This is an optimization exercise on Yosys and OpenROAD, whose aim is small area, a short achievable clock period and few clock cycles, not a production implementation.
No run shown here included a check of the RTL's function; only the layout flow was run.

## flow/design.v (module list and top-level ports; edited modules follow where they fit)
// module mmm_q: 183 lines
// module mmm_inv: 139 lines
// module mmm_dreg: 7 lines
// module mmm_fa: 10 lines
// module mmm_ha: 9 lines
// module mmm_r2mm_2n: 8629 lines
module mmm_r2mm_2n
#(
    parameter K = 256
)
(
    input   wire            clk     ,
    input   wire            rst_n   ,
    input   wire [K-1  :0]  x       ,
    input   wire [K-1  :0]  y       ,
    input   wire [K-1  :0]  m       ,
    input   wire            req     ,
    output  wire [K-1  :0]  res     ,
    output  reg             val     
);
  // ...
==> flow/flow/run.sh <==
#!/bin/bash
set -uo pipefail
bash standard.sh SETUP_SLACK_MARGIN=22.5 MATCH_CELL_FOOTPRINT=0 \
  'BUFFER_PORTS_ARGS=-buffer_cell sky130_fd_sc_hd__buf_2' finish > standard_flow.log 2>&1
==> flow/standard.sh <==
#!/bin/bash
# synth_recipe.tcl (not shown) runs the flow's synth.tcl, then flattens the netlist and writes it again
# the make line also repeats each setting of config.mk as NAME=value (left out here)
make -C /OpenROAD-flow-scripts/flow DESIGN_CONFIG=/design/flow/config.mk WORK_HOME=/design/flow/orfs CLKGATE_MAP_FILE= SYNTH_SCRIPT=/design/flow/synth_recipe.tcl "${@:-finish}"
==> flow/config.mk <==
export PLATFORM = sky130hd
export DESIGN_NAME = mmm_r2mm_2n
export DESIGN_NICKNAME = mmm_r2mm_2n
export VERILOG_FILES = /design/flow/design.v
export SDC_FILE = /design/flow/constraint.sdc
export NUM_CORES = 8
export LEC_CHECK = 0
export CAP_MARGIN = 20
export CORE_MARGIN = 2
export CORE_UTILIZATION = 55
export SETUP_SLACK_MARGIN = 2
export SLEW_MARGIN = 20
export SYNTH_HIERARCHICAL = 1
export SYNTH_MINIMUM_KEEP_SIZE = 0
export TNS_END_PERCENT = 5
==> flow/constraint.sdc <==
create_clock -name core_clock -period 30.0 [get_ports {clk}]
set_input_delay 6.0000 -clock core_clock [delete_from_list [all_inputs] [get_ports {clk}]]
set_output_delay 6.0000 -clock core_clock [all_outputs]
set_load 0.01 [all_outputs]
==> run notes, run 1 <==
mapped cell area=156,000 µm²; status=aborted with a tool error; post_cts resized=68; clk sink count=1,532; TritonCTS Buffers=193; Post-DP Area=162,000 µm²; pre-CTS setup slack=19.46 ns; syn_area_per_cell=10.6 µm²; clk root buf=clkbuf_16; worst_ep kind=sequential cell input; Clock Tree Buf Depth=4; row cnt=195; Post-CTS Hold Fix Bufs=0; Ys Warns=10; starting density of the core=55.3%; I/O pin cnt=1,028; GP Congestion=1.07; error msg=[ERROR DRT-1231] Pin _18150_/B does not have access point; Exit stage=detailed routing; worst_ep grt=u_q0.cr[3]$_SDFF_PP1_/D; Die X=537 µm; Mapped Cells=14,800; chip height=537 µm; PortBufs=1,027; Mapped Nets=19,200; Cells after DPL=18,200; largest net degree at the start of global routing=174; Post-CTS Setup Bufs=9; H-tree depth=4; Detail Placement HPWL=517 mm
==> inputs of run 2 (changes only) <==
--- a/flow/design.v
+++ b/flow/design.v
@@ -357,30 +357,30 @@
     input   wire [K-1  :0]  y       ,
     input   wire [K-1  :0]  m       ,
     input   wire            req     ,
     output  wire [K-1  :0]  res     ,
     output  reg             val     
 );
 localparam KD = 8;
 localparam SW = 265;
-reg  [255:0]  Yr, Mr, Rr;
+reg  [255:0]  Yr, Mr;
 reg  [SW-1:0] Sr, Cr;
 reg           cinr;
 reg  [31:0]   sel;
 reg  [5:0]    cnt;
 wire [SW-1:0] ns, nc;
 wire ncin;
 wire idle  = (cnt == 6'd0);
 wire start = req & idle;
 wire it    = (cnt != 6'd0) && (cnt <= 6'd33);
 wire f1    = (cnt == 6'd34);
 wire f2    = (cnt == 6'd35);
 wire clr   = idle | f2;
-always @(posedge clk) begin Yr <= y; Mr <= m; end
+always @(posedge clk) begin Mr <= m; end
 wire [KD-1:0] inv_t, inv3_t;
 mmm_inv u_inv (.a(Mr[KD-1:1]), .inv(inv_t), .inv3(inv3_t));
 wire [KD-1:0] q_0;
 mmm_q u_q0 (.clk(clk), .clr(clr), .ns(ns[KD-1:0]), .nc(nc[KD-1:0]), .ncin(ncin), .inv(inv_t), .inv3(inv3_t), .q(q_0));
 wire [KD-1:0] q_1;
 mmm_q u_q1 (.clk(clk), .clr(clr), .ns(ns[KD-1:0]), .nc(nc[KD-1:0]), .ncin(ncin), .inv(inv_t), .inv3(inv3_t), .q(q_1));
 wire [KD-1:0] q_2;
 mmm_q u_q2 (.clk(clk), .clr(clr), .ns(ns[KD-1:0]), .nc(nc[KD-1:0]), .ncin(ncin), .inv(inv_t), .inv3(inv3_t), .q(q_2));
@@ -8957,18 +8957,18 @@
     end else if (f1) begin
         Sr <= {ns[SW-1:258], cpa};
         Cr <= {{(SW-256){1'b0}}, Mr};
         cinr <= 1'b0;
     end else begin
         Sr <= ns; Cr <= nc; cinr <= ncin;
     end
 end
-always @(posedge clk) Rr <= (~Sr[257] | cpa[257]) ? ~cpa[255:0] : ~Sr[255:0];
-assign res = Rr;
+always @(posedge clk) Yr <= f2 ? ((~Sr[257] | cpa[257]) ? ~cpa[255:0] : ~Sr[255:0]) : y;
+assign res = Yr;
 always @(posedge clk or negedge rst_n) begin
     if (!rst_n) begin
         cnt <= 6'd0; val <= 1'b0;
     end else begin
         val <= f2;
         if (start) cnt <= 6'd1;
         else if (f2) cnt <= 6'd0;
         else if (!idle) cnt <= cnt + 6'd1;
==> flow/config.mk (replaced) <==
export PLATFORM = sky130hd
export DESIGN_NAME = mmm_r2mm_2n
export DESIGN_NICKNAME = mmm_r2mm_2n
export VERILOG_FILES = /design/flow/design.v
export SDC_FILE = /design/flow/constraint.sdc
export NUM_CORES = 8
export LEC_CHECK = 0
export CAP_MARGIN = 20
export CELL_PAD_IN_SITES_DETAIL_PLACEMENT = 1
export CORE_MARGIN = 2
export CORE_UTILIZATION = 55
export SETUP_SLACK_MARGIN = 2
export SLEW_MARGIN = 20
export SYNTH_HIERARCHICAL = 1
export SYNTH_MINIMUM_KEEP_SIZE = 0
export TNS_END_PERCENT = 5
==> run notes, run 2 <==
largest delay contributor family on the critical path=compound AO/OA/AOI/OAI gates; TNS Setup=0 ns; final setup fails=0; mapped cell area=154,000 µm² (was 156,000 µm²); GRT Util Overall=54.3%; Ys Warns=10 (unchanged); wire length per cell=40.1 µm; Hold Crit Start=sel[21]; Crit path required time=30.74 ns; vias per inst=7.08; starting density of the core=55.2% (was 55.3%); clk sink count=1,276 (was 1,532); Final nets=19,700; WHS Path Cells=1; Buffers & Inverters on Critical Path=1; first-pass GRT wire length=1090 mm; clock latency on the worst-skew pair=0.93 ns; WHS Endpoint=sel[22]; status=complete, no violations (was aborted with a tool error); critical path cell sequence=buf_2 -> a22o_1 -> a221oi_1 -> nand3_1 -> or4_1; P&R area growth vs syn=9.07%; DR DRC count=0; routed wire length=778 mm; RSZ-0062 raised after global routing=yes; Regs by FF count=Cr: 265 flops, Sr: 265 flops; initial antenna violation count=206; clk root buf=clkbuf_16 (unchanged); GP Congestion=1.07 (about the same); drt pass-1 iters=11; setup slack, reg-to-reg=22.42 ns; Pins Over Slew Limit=0; syn_area_per_cell=10.0 µm² (was 10.6 µm²); number of max-cap violations=0; commonest non-fill, non-tap cells in the layout=3,379 x nand2_1, 3,303 x fa_1, 1,177 x a22oi_1; pre-CTS setup slack=17.51 ns (was 19.46 ns); row cnt=194 (was 195); Mapped Nets=19,800 (was 19,200); grt ovf=0; TritonCTS clock tree=yes; PortBufs=1,027 (unchanged); DRT antenna net count=0; Final Hold Fails=0; chip height=533 µm (was 537 µm); TritonCTS Buffers=170 (was 193); worst hold margin=0.490 ns; CP Class=primary input to flip-flop; Die ar.=284,000 µm²; Fmax achieved=124 MHz; H-tree depth=4 (unchanged); final worst setup slack=21.94 ns; Die X=533 µm (was 537 µm); reg-to-reg endpoint=Cr[179]; Final Cycle Share=26.9%; Critical Path AT=8.79 ns; commonest non-fill, non-tap cell in the layout=nand2_1; Setup crit end kind=flip-flop; CP startpoint kind=primary input; RR Startpoint=u_q2.sr[1]; crit-path max FO=2; placeable core area=279,000 µm²; Max-slew headroom=4.98%; Iter 0 DRT Violations=18,300; r2r worst-path depth=20; Worst path slowest cell=a221oi_1; largest net degree at the start of global routing=157 (was 174); Vias=137,000; measured slew at the worst slew-check pin=1.43 ns; layout cells sized above 1=14.7%; Worst Clk Skew=0.0439 ns; I/O pin cnt=1,028 (unchanged); Mapped Cells=15,400 (was 14,800); slowest stage delay, CP=1.07 ns; Detail Placement HPWL=573 mm (was 517 mm); Worst-path clk slew=0.07 ns; number of global-route vias before repair=144,000; fin crit period=8.06 ns; Hold Path Class=flip-flop to flip-flop; Clock Tree Buf Depth=4 (unchanged)
==> run 2: per-layer routing <==
metal	track usage, %	share of wire, %	vias up	wire length (µm)
met1	61.0	32	70500	250000
met2	76.7	42	12600	328000
li1	-	-	50200	-
met4	48.3	11	86	86000
met5	1.59	0.13	-	982
met3	25.7	14	3795	112000
==> run 2: worst max-delay path by stage <==
stage               startpoint          to  slack (ns)  depth (start not counted)
detailed placement      cnt[2]     Yr[101]       17.51                         30
floorplan               x[255]  u_bd0.q[7]       22.03                         14
CTS                     Yr[70]     res[70]       22.33                          1
finish                  m[213]       md[5]       21.94                          5
global placement        cnt[2]      Yr[96]       18.02                         30
global route            m[213]       md[5]       22.12                          5
==> run 2: worst register-to-register path, delay by kind of cell, from the launching register on <==
family	cells	cell delay [ns]
adder cells (fa/ha/maj)	9	4.20
AND/OR/NAND/NOR	4	0.73
AO/OA/AOI/OAI	4	0.68
flip-flops	1	0.61
buffers and inverters	1	0.52
multiplexers	1	0.39
XOR/XNOR	1	0.14
==> run 2: layout make-up <==
| cell class | instances | area, µm² |
|---|---|---|
| diodes | 246 | 616 |
| clock buffers | 226 | 4900 |
| clock inverters | 82 | 991 |
| fillers | 30000 | 111000 |
| inverters | 106 | 410 |
| multi-input cells | 12400 | 122000 |
| flip-flops and latches | 1276 | 26000 |
| well taps | 3724 | 4660 |
| repair buffers | 1284 | 7810 |
==> run 2: per-stage QoR <==
stage	util [%]	area, µm²	instances
2_1_floorplan	-	154000	15400
3_3_place_gp	57.1	159000	18700
3_5_place_dp	57.1	159000	18700
4_1_cts	59.7	166000	19100
5_1_grt	60.1	167000	19300
6_report	60.2	168000	19400
==> run 2: timing repair <==
| action | CTS | global route |
|---|---|---|
| gates cloned | 17 | 8 |
| resized for setup | 394 | 47 |
| hold buffers | 0 | 0 |
| setup buffers | 29 | 22 |
| endpoints found under the setup margin | 820 | 922 |
| pin swaps | 21 | 14 |

[what the ideal ports hide]
How much do the figures lean on ideal ports? The routed layout below was timed once more, with nothing changed but the port constraints. Step 1, drivers: a clkbuf_16 drives clk and a buf_2 each remaining input, both assumed. Step 2 times the ports against the registers' clock, not the clock port: input delays grow and output delays shrink by t, the midpoint of the rising clock arrivals with the driver on. Slacks: no drivers / after step 1 / after step 2; pairs: no drivers / after step 1.
run: run 2
t (ns): 1.031
setup slack, ns: 21.942 / 22.042 / 21.011
worst setup path after step 2: input to register
After both steps setup and hold are still met in run 2. The setup slack of run 2 moves by +0.100 ns with the drivers and by -0.931 ns with both steps.
